This design comes from an exercise in tuning for small area, a short achievable clock period and few clock cycles on the open sky130 flow, not from production work. Only simulation tests tie the RTL to the original design; equivalence was not proved.

$ cat design/flow/design.v
module parameterized_fft #(
    parameter DATA_WIDTH = 16,
    parameter FFT_POINTS = 8,   
    parameter LOG2_FFT_POINTS = $clog2(FFT_POINTS)
)(
    input wire clk,
    input wire rst_n,
    input wire start,
    input wire [DATA_WIDTH-1:0] data_in_real,
    input wire [DATA_WIDTH-1:0] data_in_imag,
    input wire data_valid_in,
    output reg data_ready,
    output reg [(DATA_WIDTH*FFT_POINTS)-1:0] data_out_real,
    output reg [(DATA_WIDTH*FFT_POINTS)-1:0] data_out_imag,
    output reg data_valid_out,
    output reg busy
);
    localparam IDLE = 2'd0;
    localparam LOAD = 2'd1;
    localparam COMPUTE = 2'd2;
    localparam OUTPUT = 2'd3;
    reg [1:0] state;
    reg signed [DATA_WIDTH-1:0] samples_real [0:FFT_POINTS-1];
    reg signed [DATA_WIDTH-1:0] samples_imag [0:FFT_POINTS-1];
    reg [LOG2_FFT_POINTS-1:0] sample_count;
    reg [LOG2_FFT_POINTS-1:0] stage;
    reg [LOG2_FFT_POINTS-1:0] butterfly_count;
    reg [LOG2_FFT_POINTS-1:0] group;
    reg [LOG2_FFT_POINTS-1:0] butterfly_in_group;
    reg [LOG2_FFT_POINTS-1:0] idx1;
    reg [LOG2_FFT_POINTS-1:0] idx2;
    reg [LOG2_FFT_POINTS-1:0] twiddle_idx;
    reg signed [DATA_WIDTH-1:0] temp_real;
    reg signed [DATA_WIDTH-1:0] temp_imag;
    reg signed [2*DATA_WIDTH:0] prod_real;
    reg signed [2*DATA_WIDTH:0] prod_imag;
    reg signed [DATA_WIDTH:0] sum_real;
    reg signed [DATA_WIDTH:0] sum_imag;
    reg signed [DATA_WIDTH:0] diff_real;
    reg signed [DATA_WIDTH:0] diff_imag;
    localparam signed [DATA_WIDTH:0] SAT_MAX = (1 << (DATA_WIDTH-1)) - 1;
    localparam signed [DATA_WIDTH:0] SAT_MIN = -(1 << (DATA_WIDTH-1));
    wire signed [DATA_WIDTH-1:0] twiddle_real [0:FFT_POINTS/2-1];
    wire signed [DATA_WIDTH-1:0] twiddle_imag [0:FFT_POINTS/2-1];
    function [DATA_WIDTH-1:0] get_sample;
        input [(DATA_WIDTH*FFT_POINTS)-1:0] array;
        input [LOG2_FFT_POINTS-1:0] index;
        reg [31:0] full_index;
        begin
            full_index = {28'b0, index} + 1;
            get_sample = array[(full_index*DATA_WIDTH)-1 -: DATA_WIDTH];
        end
    endfunction
    task set_sample;
        inout [(DATA_WIDTH*FFT_POINTS)-1:0] array;
        input [LOG2_FFT_POINTS-1:0] index;
        input [DATA_WIDTH-1:0] value;
        reg [31:0] full_index;
        begin
            full_index = {28'b0, index} + 1;
            array[(full_index*DATA_WIDTH)-1 -: DATA_WIDTH] = value;
        end
    endtask
    integer i;
    assign twiddle_real[0] = 16'h7FFF;   
    assign twiddle_imag[0] = 16'h0000;   
    assign twiddle_real[1] = 16'h5A82;   
    assign twiddle_imag[1] = 16'hA57E;   
    assign twiddle_real[2] = 16'h0000;   
    assign twiddle_imag[2] = 16'h8000;   
    assign twiddle_real[3] = 16'hA57E;   
    assign twiddle_imag[3] = 16'hA57E;   
    /*verilator lint_off BLKSEQ*/
    function [LOG2_FFT_POINTS-1:0] bit_reverse;
        input [LOG2_FFT_POINTS-1:0] in;
        reg [LOG2_FFT_POINTS-1:0] out;
        integer j;
        begin
            out = 0;  
            for (j = 0; j < LOG2_FFT_POINTS; j = j + 1) begin
                out[LOG2_FFT_POINTS-1-j] = in[j];
            end
            bit_reverse = out;
        end
    endfunction
    /*verilator lint_on BLKSEQ*/
    function [DATA_WIDTH-1:0] sat;
        input signed [DATA_WIDTH:0] v;
        begin
            if (v > SAT_MAX)
                sat = SAT_MAX[DATA_WIDTH-1:0];
            else if (v < SAT_MIN)
                sat = SAT_MIN[DATA_WIDTH-1:0];
            else
                sat = v[DATA_WIDTH-1:0];
        end
    endfunction
    always @(*) begin
        group = {29'b0, butterfly_count} >> stage;
        butterfly_in_group = {29'b0, butterfly_count} & ((32'b1 << stage) - 1);
        idx1 = ({29'b0, group} << (stage + 1)) + {29'b0, butterfly_in_group};
        idx2 = ({29'b0, group} << (stage + 1)) + {29'b0, butterfly_in_group} + (32'b1 << stage);
        twiddle_idx = ({29'b0, butterfly_in_group} << (LOG2_FFT_POINTS-1)) >> stage;
        prod_real = samples_real[idx2] * twiddle_real[twiddle_idx[LOG2_FFT_POINTS-2:0]] -
                    samples_imag[idx2] * twiddle_imag[twiddle_idx[LOG2_FFT_POINTS-2:0]];
        prod_imag = samples_real[idx2] * twiddle_imag[twiddle_idx[LOG2_FFT_POINTS-2:0]] +
                    samples_imag[idx2] * twiddle_real[twiddle_idx[LOG2_FFT_POINTS-2:0]];
        temp_real = prod_real >>> (DATA_WIDTH-1);
        temp_imag = prod_imag >>> (DATA_WIDTH-1);
        sum_real  = samples_real[idx1] + temp_real;
        sum_imag  = samples_imag[idx1] + temp_imag;
        diff_real = samples_real[idx1] - temp_real;
        diff_imag = samples_imag[idx1] - temp_imag;
    end
    always @(posedge clk or negedge rst_n) begin
        if (!rst_n) begin
            state <= IDLE;
            sample_count <= 0;
            stage <= 0;
            butterfly_count <= 0;
            busy <= 0;
            data_ready <= 1;
            data_valid_out <= 0;
            for (i = 0; i < FFT_POINTS; i = i + 1) begin
                samples_real[i] <= 0;
                samples_imag[i] <= 0;
            end
            data_out_real <= 0;
            data_out_imag <= 0;
        end
        else begin
            case (state)
                IDLE: begin
                    if (start) begin
                        state <= LOAD;
                        sample_count <= 0;
                        busy <= 1;
                        data_ready <= 1;
                        data_valid_out <= 0;
                    end
                end
                LOAD: begin
                    if (data_valid_in) begin
                        samples_real[bit_reverse(sample_count)] <= data_in_real;
                        samples_imag[bit_reverse(sample_count)] <= data_in_imag;
                        if (sample_count == {LOG2_FFT_POINTS{1'b1}}) begin   
                            sample_count <= 0;
                            state <= COMPUTE;
                            stage <= 0;
                            butterfly_count <= 0;
                            data_ready <= 0;
                        end
                        else begin
                            sample_count <= sample_count + 1'b1;
                        end
                    end
                end
                COMPUTE: begin
                    if ({29'b0, stage} < LOG2_FFT_POINTS) begin
                        if ({29'b0, butterfly_count} < (FFT_POINTS >> 1)) begin
                            samples_real[idx1] <= sat(sum_real);
                            samples_imag[idx1] <= sat(sum_imag);
                            samples_real[idx2] <= sat(diff_real);
                            samples_imag[idx2] <= sat(diff_imag);
                            butterfly_count <= butterfly_count + 1'b1;
                        end
                        else begin
                            stage <= stage + 1'b1;
                            butterfly_count <= 0;
                        end
                    end
                    else begin
                        state <= OUTPUT;
                        sample_count <= 0;
                    end
                end
                OUTPUT: begin
                    for (i = 0; i < FFT_POINTS; i = i + 1) begin
                        data_out_real[(i+1)*DATA_WIDTH-1 -: DATA_WIDTH] <= samples_real[i];
                        data_out_imag[(i+1)*DATA_WIDTH-1 -: DATA_WIDTH] <= samples_imag[i];
                    end
                    data_valid_out <= 1;
                    busy <= 0;
                    state <= IDLE;
                    data_ready <= 1;
                end
            endcase
        end
    end
endmodule 
$ cat design/flow/run.sh
#!/bin/bash
# synth_recipe.tcl (not shown) runs the flow's synth.tcl, then flattens the netlist and writes it again
# the make line also repeats each setting of config.mk as NAME=value (left out here)
make -C /OpenROAD-flow-scripts/flow DESIGN_CONFIG=/design/flow/config.mk WORK_HOME=/design/flow/orfs CLKGATE_MAP_FILE= SYNTH_SCRIPT=/design/flow/synth_recipe.tcl finish
$ cat design/flow/config.mk
export PLATFORM = sky130hd
export DESIGN_NAME = parameterized_fft
export DESIGN_NICKNAME = parameterized_fft
export VERILOG_FILES = /design/flow/design.v
export SDC_FILE = /design/flow/constraint.sdc
export NUM_CORES = 4
export LEC_CHECK = 0
export CAP_MARGIN = 20
export CORE_MARGIN = 2
export CORE_UTILIZATION = 40
export SLEW_MARGIN = 20
$ cat design/flow/constraint.sdc
create_clock -name core_clock -period 25.0 [get_ports {clk}]
set_input_delay 5.0000 -clock core_clock [delete_from_list [all_inputs] [get_ports {clk}]]
set_output_delay 5.0000 -clock core_clock [all_outputs]
set_load 0.01 [all_outputs]
==> results.cfg <==
[clock_tree]
cts_hold_buf = 0
clock_latency_ns = 0.70
clkSlewWorstSetupHoldPaths_ns = 0.07
cts_setup_buffers = 0
cts_tree = built
clock_path_buffers = 3
ctsHtreeMaxLevel = 2
root_buffer = clkbuf_16
cts_sinks = 526
cts_buffers = 55
post_cts_resized = 0

[worst_setup_path]
arrival_ns = 19.35
endpoint_kind = register
slowest_delay_ns = 0.93
path_delay_family = adder cells
cp_max_fo = 29
worstSetupPathType = reg2reg
r2r_cells = 57
crit_slowest_cell = o31ai_1
worstPathRequired_ns = 25.52
cp.depth = 57
worst-path-buf-inv = 13
start_kind = register
cp_common_cell = inv_1

[placed_design]
dpl.hpwl_um = 177000
io_buffer_count = 294
place.gp.congestion = 0.983

[cells_and_area]
drive_above_1_share_pct = 9.90
multi_input_area_sq_mm = 0.0421
utilization_pct = 45.4
area_growth_pct = 12.5
fill_cells = 14338
register_area_sq_mm = 0.0132
fin_nets = 7803

[logic_synthesis]
ys_seq_area_share_pct = 21.7
syn_area_per_cell_sq_um = 9.67
synth_edf_count = 0
ys_seq_elements = 526
synth_nets = 7620
yosys.cell_types.count = 96
yosys_warnings = 3
netlist_area_sq_mm = 0.0606
synth_cells = 6265
async_flop_share_pct = 100
ys.flop_type = dfrtp_1

[global_route]
grt_antenna_before_repair = 17
grt_pass1_wl_um = 339000
grt_util_all_layers_pct = 29.8
grt_start_max_net_pins = 161
grt_overflow = 0
grt_pass1_vias = 50523

[route]
post_drt_wl_per_cell_um = 26.7
detail-route-antenna-nets = 0
drt_iter0_drc = 5302
dr.pass1.iters = 8
vias_per_cell = 5.73
vias = 48805
drc_errors = 0
finalWirelength_um = 227000

[sta]
period_share_pct = 75.3
tightestPinTransition_ns = 1.32
final.setup_skew_ns = 0.0620
finalSetupTns_ns = 0
relSlewSlack_pct = 11.6
timing.final.crit_period_ns = 18.83
final-hold-violation-count = 0
setup_viol = 0
max_clock_freq_ghz = 0.0531
rsz0062_at_grt = no
hold-worst-slack_ns = 0.506
final_max_slew_viol_count = 0

[floorplan]
ios = 295
die_y_um = 393
dieArea_sq_mm = 0.155
start_util_pct = 40.4
core_area_sq_mm = 0.150
die_x_um = 393
rows = 142

[hold_path]
hold_path_depth = 1
min_path_type = reg2reg

[flow_run]
cap_viol_max_count = 0

[status]
status = complete, no violations
Yosys cell counts (36+ instances only):
| cell type | count | area [sq um] |
|---|---|---|
| and2_1 | 38 | 238 |
| ha_1 | 494 | 6180 |
| fa_1 | 825 | 16500 |
| o21ai_0 | 319 | 1600 |
| xor2_1 | 44 | 385 |
| dfrtp_1 | 525 | 13100 |
| nand2b_1 | 57 | 357 |
| inv_1 | 1203 | 4520 |
| o221ai_1 | 132 | 1160 |
| clkbuf_1 | 225 | 845 |
| mux2_2 | 271 | 3050 |
| a21oi_1 | 240 | 1200 |
| a221oi_1 | 65 | 569 |
| mux4_2 | 36 | 811 |
| or2_2 | 49 | 307 |
| nand3_1 | 53 | 265 |
| a31oi_1 | 54 | 338 |
| nand2_1 | 530 | 1990 |
| nor3_1 | 41 | 205 |
| xnor2_1 | 123 | 1080 |
| mux2i_1 | 57 | 571 |
| nor2_1 | 355 | 1330 |
worst paths after layout:
kind / endpoint / slack (ns) / start
max: samples_imag[0][6]$_DFFE_PN0P_ / 6.17 / stage[0]$_DFFE_PN0P_
min: data_out_imag[57]$_DFFE_PN0P_ / 0.51 / data_out_imag[57]$_DFFE_PN0P_
max reg2reg: samples_imag[0][6]$_DFFE_PN0P_ / 6.17 / stage[0]$_DFFE_PN0P_
min reg2reg: data_out_imag[57]$_DFFE_PN0P_ / 0.51 / data_out_imag[57]$_DFFE_PN0P_
min in group asynchronous: data_out_real[82]$_DFFE_PN0P_ / 4.43 / rst_n
max in group asynchronous: data_out_imag[1]$_DFFE_PN0P_ / 18.23 / rst_n
cell usage in the layout, fill, tap and decap left out, types with 16 or more instances in the layout:
cell,netlist,layout
a211oi_1,24,24
a21o_1,27,27
a21oi_1,240,238
a221oi_1,65,65
a22o_1,19,19
a31oi_1,54,53
and2_1,38,39
and3_1,27,27
buf_4,3,105
clkbuf_16,0,55
clkdlybuf4s50_1,0,293
dfrtp_1,525,525
fa_1,825,823
ha_1,494,489
inv_1,1203,1202
mux2_2,271,271
mux2i_1,57,54
mux4_2,36,36
nand2_1,530,530
nand2b_1,57,57
nand3_1,53,47
nand4_1,16,16
nor2_1,355,352
nor2b_1,30,29
nor3_1,41,39
o211ai_1,20,20
o21a_1,29,29
o21ai_0,319,318
o21ai_1,21,19
o21bai_1,25,25
o221ai_1,132,132
o22a_1,19,19
o22ai_1,29,29
o31ai_1,19,16
or2_2,49,49
xnor2_1,123,121
xor2_1,44,43
layer usage:
| metal | GRT usage, % | part of all wire, % | vias to the layer above |
|---|---|---|---|
| met5 | 0 | 0.0048 | - |
| met1 | 40.2 | 40 | 24630 |
| met4 | 14.6 | 6.0 | 2 |
| li1 | - | - | 20854 |
| met2 | 45.7 | 44 | 2645 |
| met3 | 6.19 | 9.6 | 674 |
worst reg2reg max path: cells and delay by family, from the launching register on:
kind,cells,cell delay (ns)
buffers and inverters,13,1.90
AO/OA/AOI/OAI,15,5.30
flip-flops,1,0.63
adder cells (fa/ha/maj),14,6.16
AND/OR/NAND/NOR,11,2.74
XOR/XNOR,4,1.96
per-stage QoR:
step	instance area [sq um]	setup slack, ns	instances
after global routing	68200	5.09	8511
after CTS	68200	6.18	8510
after global placement	66000	5.30	8403
after detailed placement	66000	6.25	8406
final	68200	6.17	8513
after floorplan	60600	10.11	6265
flip-flops by register name, indices dropped and copies added, names as in the netlist:
| signal | cells |
|---|---|
| data_valid_out | 1 |
| state | 2 |
| data_ready | 1 |
| butterfly_count | 3 |
| busy | 1 |
| samples_real | 128 |
| stage | 3 |
| samples_imag | 128 |
| sample_count | 3 |
| data_out_real | 128 |
| data_out_imag | 128 |
kinds of logic after synthesis:
kind of cell | count (synthesis) | synth area share [%]
xor+xnor | 170 | 2.51
simple gates | 1241 | 9.06
other cells | 1 | 0.00619
mux | 364 | 7.32
fa+ha+maj | 1327 | 37.6
flops | 526 | 21.7
compound gates | 1154 | 12.5
buf+inv | 1482 | 9.24
area by class of cell:
| cell class | count | area share [%] |
|---|---|---|
| Tap cell | 2016 | 3.70 |
| Inverter | 1205 | 6.63 |
| Multi-Input combinational cell | 4257 | 61.7 |
| Clock inverter | 38 | 0.859 |
| Antenna cell | 2 | 0.00734 |
| Sequential cell | 526 | 19.3 |
| Clock buffer | 66 | 2.23 |
| Timing Repair Buffer | 403 | 5.55 |
Testbench counts, summed over its fixed seeds: cycles 8,328.

what the ideal ports hide:
Ports are ideal in the flow. The routed layout listed here was re-timed in OpenROAD. Step 1 sets driving cells, clkbuf_16 on the clock port and buf_2 on the other inputs (assumed; they add their load-dependent delay and slew). Step 2 moves the port delays by t, midway between the first and last clock arrival at a register: inputs arrive t later, outputs are due t later. That takes back most of the time a late clock gives input paths. a / b / c = ideal / step 1 / step 2; a / b = the first two.
t, ns: 0.724
setup slack, ns: 6.166 / 6.166 / 6.166
latest minus earliest clock arrival (ns): 0.069 / 0.068
worst data-port slew with drivers (ns): 0.07
After both steps setup and hold are still met in this run. The setup slack of this run moves by 0.000 ns with the drivers and by 0.000 ns with both steps.
